What follows belongs to an exercise in optimizing a design on an open flow for small area, a short achievable clock period and few clock cycles per item; a production flow would make more cautious choices. Power figures rest on the tool's default switching activity, not on a simulated workload.

job 105:
==> module ELA, before the edit <==
module ELA(clk, rst, in_data, data_rd, req, wen, addr, data_wr, done);
	input				clk;
	input				rst;
	input		[7:0]	in_data;
	input		[7:0]	data_rd;
	output	reg			req;
	output	reg			wen;
	output	reg	[9:0]	addr;
	output	reg	[7:0]	data_wr;
	output	reg			done;
	reg interp;		 
	reg rdD;		 
	reg ru;			 
	reg [7:0] a;		 
	reg [7:0] d, e, f;	 
	reg [7:0] P, Q;	 
	reg [8:0] m;
	reg [7:0] hs;
	reg edg;		 
	wire [8:0] v = {addr[9:6], addr[4:0]};
	reg  [8:0] inc;
	always @(*) begin
		if (!interp)
			inc = (!wen) ? 9'd0 : (&v) ? 9'd33 : 9'd1;
		else if (wen)
			inc = 9'd2;			 
		else if (rdD)
			inc = 9'd478;		 
		else
			inc = 9'd33;		 
	end
	wire [8:0] vn = v + inc;
	wire [8:0] t = {1'b0, P} - {1'b0, Q};
	wire [8:0] sm = {1'b0, P} + {1'b0, Q};
	wire [7:0] X = m[8] ? m[7:0] : ~m[7:0];
	wire [7:0] cs_s = P ^ ~Q ^ X;
	wire [7:0] cs_1 = (P & ~Q) | (P & X) | (~Q & X);
	wire [7:0] cs_2 = (~P & Q) | (~P & X) | (Q & X);
	wire [8:0] y1 = {cs_1, ~m[8]};
	wire [8:0] y2 = {cs_2, ~m[8]};
	reg c1, c2;
	integer i;
	always @(*) begin
		c1 = 1'b1;
		c2 = 1'b1;
		for (i = 0; i < 8; i = i + 1) begin
			c1 = (cs_s[i] & y1[i]) | ((cs_s[i] | y1[i]) & c1);
			c2 = (cs_s[i] & y2[i]) | ((cs_s[i] | y2[i]) & c2);
		end
		c1 = y1[8] & c1;
		c2 = y2[8] & c2;
	end
	wire le = c1 | c2 | edg;
	wire edge_col = &addr[4:1];		 
	always @(posedge clk or posedge rst) begin
		if (rst) begin
			req <= 1'b0;
			wen <= 1'b0;
			interp <= 1'b0;
			rdD <= 1'b0;
			ru <= 1'b0;
			done <= 1'b0;
			addr <= 10'd0;
		end else begin
			req <= 1'b1;
			done <= done | (addr == 10'd959);
			if (!interp) begin
				ru <= req;
				wen <= ru;
				addr <= {vn[8:5], 1'b0, vn[4:0]};
				if (wen && (&v)) begin
					interp <= 1'b1;
					wen <= 1'b0;
					rdD <= 1'b1;
					ru <= 1'b0;
				end
			end else begin
				addr <= {vn[8:5], rdD, vn[4:0]};
				wen <= rdD;
				rdD <= ru;
				ru <= wen;
			end
		end
	end
	always @(posedge clk) begin
		data_wr <= le ? hs : sm[8:1];
		if (wen || !interp || !le) begin
			m <= t;
			hs <= interp ? sm[8:1] : in_data;
		end
		if (!interp)
			edg <= 1'b1;
		else if (wen)
			edg <= edge_col;
		if (ru)
			P <= data_rd;
		else if (wen) begin
			P <= a;
			a <= P;
		end
		Q <= ru ? d : f;
		if (rdD) begin
			d <= e;
			e <= f;
			f <= data_rd;
		end
	end
endmodule
clock: 6.0 ns
lec_check: 0
cap_margin: 20
core_margin: 2
core_utilization: 40
setup_slack_margin: 3.0
slew_margin: 20
run.sh (not shown) runs the stock make flow with config.mk's settings and CLKGATE_MAP_FILE= SYNTH_SCRIPT=/design/flow/synth_recipe.tcl, a recipe that flattens the netlist after the stock synthesis.
For job 104, these inputs were changed with respect to job 105:
--- a/flow/design.v
+++ b/flow/design.v
@@ -12,8 +12,7 @@
 	reg interp;		 
 	reg rdD;		 
 	reg ru;			 
-	reg [7:0] a;		 
-	reg [7:0] d, e, f;	 
+	reg [7:0] a, b, d, e, f;	 
 	reg [7:0] P, Q;	 
 	reg [8:0] m;
 	reg [7:0] hs;
@@ -95,12 +94,12 @@
 			edg <= edge_col;
 		if (ru)
 			P <= data_rd;
-		else if (wen) begin
+		else if (wen)
 			P <= a;
-			a <= P;
-		end
 		Q <= ru ? d : f;
 		if (rdD) begin
+			a <= b;
+			b <= P;
 			d <= e;
 			e <= f;
 			f <= data_rd;
Findings:
Between job 105 and job 104, the flow reports post-placement cell area increasing by a few percent. Job 105 → job 104: non-clock buffer count picked up an extra 20%; detailed route wirelength on metal2 moved up; final design area excluding fillers increased 7.7%; part of the total power dissipated in the clock network now sits higher; data arrival at the endpoint of the critical path went down by 0.05 ns. Sort job 105 and job 104 by transition time at the pin with the least slew margin asc -> top: job 105. The flow did not stop early for job 104: all stages ran, and the layout cleared the timing, design-rule and antenna checks. Diff job 105 -> job 104: net count of the finished layout went up; post-synth net total has increased; via count ~0 delta; depth of the worst register-to-register path shows a reduction of 1. Compared to job 105, the routing of job 104 uses more wire. The power attributed to combinational cells on job 104 is in line with that on job 105. Job 105 gets by with fewer registers than job 104.
No functional check of the RTL was part of any run of this note.

separate check: timing with driven ports:
The flow's constraints put no driver on any port. The routed layouts listed below were extracted and timed again, unchanged, in two steps. Step 1, drivers: a clkbuf_16 drives clk and a buf_2 each remaining input, both assumed. Step 2, shift: input delay + t, output delay - t, t = (earliest + latest rising clock arrival at the registers) / 2. This alone moves slack from input paths to output paths. a / b / c = ideal ports / drivers / drivers and shift; a / b = the first two.
run | t (ns) | slack for setup (ns) | hold slack, ns | worst register clock-pin slew, ns | worst data-port slew with drivers (ns)
job 105 | 0.380 | 3.050 / 3.050 / 3.050 | 0.418 / 0.418 / 0.418 | 0.06 / 0.06 | 0.03
job 104 | 0.383 | 2.912 / 2.912 / 2.912 | 0.420 / 0.420 / 0.420 | 0.07 / 0.07 | 0.04
After both steps setup and hold are still met in every run listed.
